What follows belongs to an exercise in optimizing a design on an open flow for small area and few clock cycles; a production flow would make more cautious choices. RTL that was checked went through simulation tests only; none was proved equivalent to the original.

## run a
Design LCD_CTRL, start of the top module:
module LCD_CTRL(clk, reset, IROM_Q, cmd, cmd_valid, IROM_EN, IROM_A, IRB_RW, IRB_D, IRB_A, busy, done);
make LEC_CHECK=0 CAP_MARGIN=10 CORE_MARGIN=2 CORE_UTILIZATION=50 CTS_CLUSTER_DIAMETER=110 CTS_CLUSTER_SIZE=24 PLACE_DENSITY=0.6 SLEW_MARGIN=10 finish   # period 10.0 ns
run.sh (not shown) runs the stock make flow with config.mk's settings and CLKGATE_MAP_FILE= SYNTH_SCRIPT=/design/flow/synth_recipe.tcl, a recipe that flattens the netlist after the stock synthesis.
Testbench counts of run a, summed over its fixed seeds: cycles 6,545.
Setup changes, run a to run b
--- a/flow/design.v
+++ b/flow/design.v
@@ -60,13 +60,13 @@
         2'd2:    begin qr = r0 + k;    qc = c0 - 3'd1; end
         default: begin qr = r0 + k;    qc = c1 + 3'd1; end
     endcase
 end
 assign IROM_EN = ~(issue | reset);
 assign IROM_A  = reset ? 6'd27 : {qr, qc};
-always @(posedge clk or posedge reset) begin
+always @(posedge clk) begin
     if (reset) begin
         r0   <= 3'd3;
         r1   <= 3'd2;
         c0   <= 3'd3;
         c1   <= 3'd4;
         sact <= 1'b1;
@@ -97,30 +97,30 @@
 wire       load_end = full & ~sact & ~ld_v;
 wire       flushing  = wr_req & load_end;
 wire       any_dirty = |dirty;
 assign done = flushing & ~any_dirty;
 reg        pv;           
 reg  [3:0] pc;
-assign busy = ~done & (wr_req | pv);
+assign busy = wr_req | pv;
 wire       take    = cmd_valid & ~busy;
 wire [3:0] ec      = pv ? pc : cmd;      
 wire       is_data = (ec == 4'd5) | (ec == 4'd6) | (ec == 4'd7) |
                      (ec == 4'd9) | (ec == 4'd10) | (ec == 4'd11) | (ec == 4'd12);
 wire       exec    = (pv | take) & (~is_data | ready);
 wire       cmd_we  = exec & is_data;
-always @(posedge clk or posedge reset) begin
+always @(posedge clk) begin
     if (reset) begin
         pv <= 1'b0;
         pc <= 4'd0;
     end else begin
         pv <= (pv | take) & ~exec;
         if (take)
             pc <= cmd;
     end
 end
-always @(posedge clk or posedge reset) begin
+always @(posedge clk) begin
     if (reset) begin
         wr     <= 3'd3;
         wc     <= 3'd3;
         wr_req <= 1'b0;
     end else if (exec) begin
         case (ec)
Compared with run a, run b shows a sequential share of cell area that is 1.2 points lower.
Run b against run a: die boundary height essentially unchanged; maximum frequency decreased 0.0034 GHz.
Every stage of the flow completed for run b, and the final layout passed the timing, design-rule and antenna checks.
Run b reports a higher minimum clock period after layout than run a does.
Kind of critical path = flop to primary output: run a; kind of critical path = flop to flop: run b
Wire length essentially unchanged between run b and run a.
Only the layout flow was run in run b; the RTL was not checked for function there.

--- another note on this design; it stands on its own ---

## LCD_CTRL
module LCD_CTRL(clk, reset, IROM_Q, cmd, cmd_valid, IROM_EN, IROM_A, IRB_RW, IRB_D, IRB_A, busy, done);
input            clk;
input            reset;
input      [7:0] IROM_Q;
input      [3:0] cmd;
input            cmd_valid;
output           IROM_EN;
output     [5:0] IROM_A;
output           IRB_RW;
output     [7:0] IRB_D;
output     [5:0] IRB_A;
output           busy;
output           done;
reg  [2:0] wr;           
reg  [2:0] wc;           
reg  [2:0] r0, r1;       
reg  [2:0] c0, c1;
reg        sact;         
reg  [1:0] sdir;         
reg  [2:0] sk;           
reg        ld_v;         
reg  [5:0] ld_a;
reg        wr_req;       
reg [63:0] dirty;
wire [7:0] pix   [0:63];
wire       rows_e = (r1 < r0);               
wire       av_u   = (r0 != 3'd0);
wire       av_d   = (r1 != 3'd7);
wire       av_l   = (c0 != 3'd0) & ~rows_e;
wire       av_r   = (c1 != 3'd7) & ~rows_e;
wire       full   = ~av_u & ~av_d & ~av_l & ~av_r;
wire [2:0] wr1    = wr + 3'd1;
wire [2:0] wc1    = wc + 3'd1;
wire       in_r   = ~rows_e & (wr >= r0) & (wr1 <= r1);
wire       in_c   = (wc >= c0) & (wc1 <= c1);
  ...
clock: 10.0 ns
lec_check: 0
cap_margin: 20
core_margin: 2
core_utilization: 45
cts_cluster_diameter: 100
cts_cluster_size: 20
place_density: 0.55
slew_margin: 20
run.sh (not shown) runs the stock make flow with config.mk's settings and CLKGATE_MAP_FILE= SYNTH_SCRIPT=/design/flow/synth_recipe.tcl, a recipe that flattens the netlist after the stock synthesis.
Testbench counts at the start, summed over its fixed seeds: cycles 6,545.
Then changed:
CTS_CLUSTER_DIAMETER = 80   (was 100)
CTS_CLUSTER_SIZE = 15   (was 20)
Outcome: The changed run passed the timing, design-rule and antenna checks. Die area stays the same. Setup slack gains 0.051 ns. Wire length barely changes. Utilization goes up by 0.30 points. Critical path depth is unchanged.

re-timing with driven ports:
The flow's constraints put no driver on any port. The routed layouts listed below were extracted and timed again, unchanged, in two steps. Step 1, drivers: a clkbuf_16 drives clk and a buf_2 each remaining input, both assumed. Step 2, shift: input delay + t, output delay - t, t = (earliest + latest rising clock arrival at the registers) / 2. This alone moves slack from input paths to output paths. a / b / c = no drivers / after step 1 / after step 2; a / b = the first two.
run	t, ns	slack for setup (ns)	worst setup path after step 2	clock arrival spread, ns	slew at the worst register clock pin (ns)
run a	0.729	1.094 / 1.026 / 1.146	register to register	0.039 / 0.038	0.11 / 0.11
run b	0.681	0.819 / 0.819 / 0.819	register to register	0.050 / 0.050	0.11 / 0.11
the first run of note 2	0.669	0.611 / 0.611 / 0.611	register to register	0.057 / 0.057	0.10 / 0.10
the second run of note 2	0.707	0.662 / 0.662 / 0.662	register to register	0.070 / 0.070	0.08 / 0.08
After both steps setup and hold are still met in every run listed.
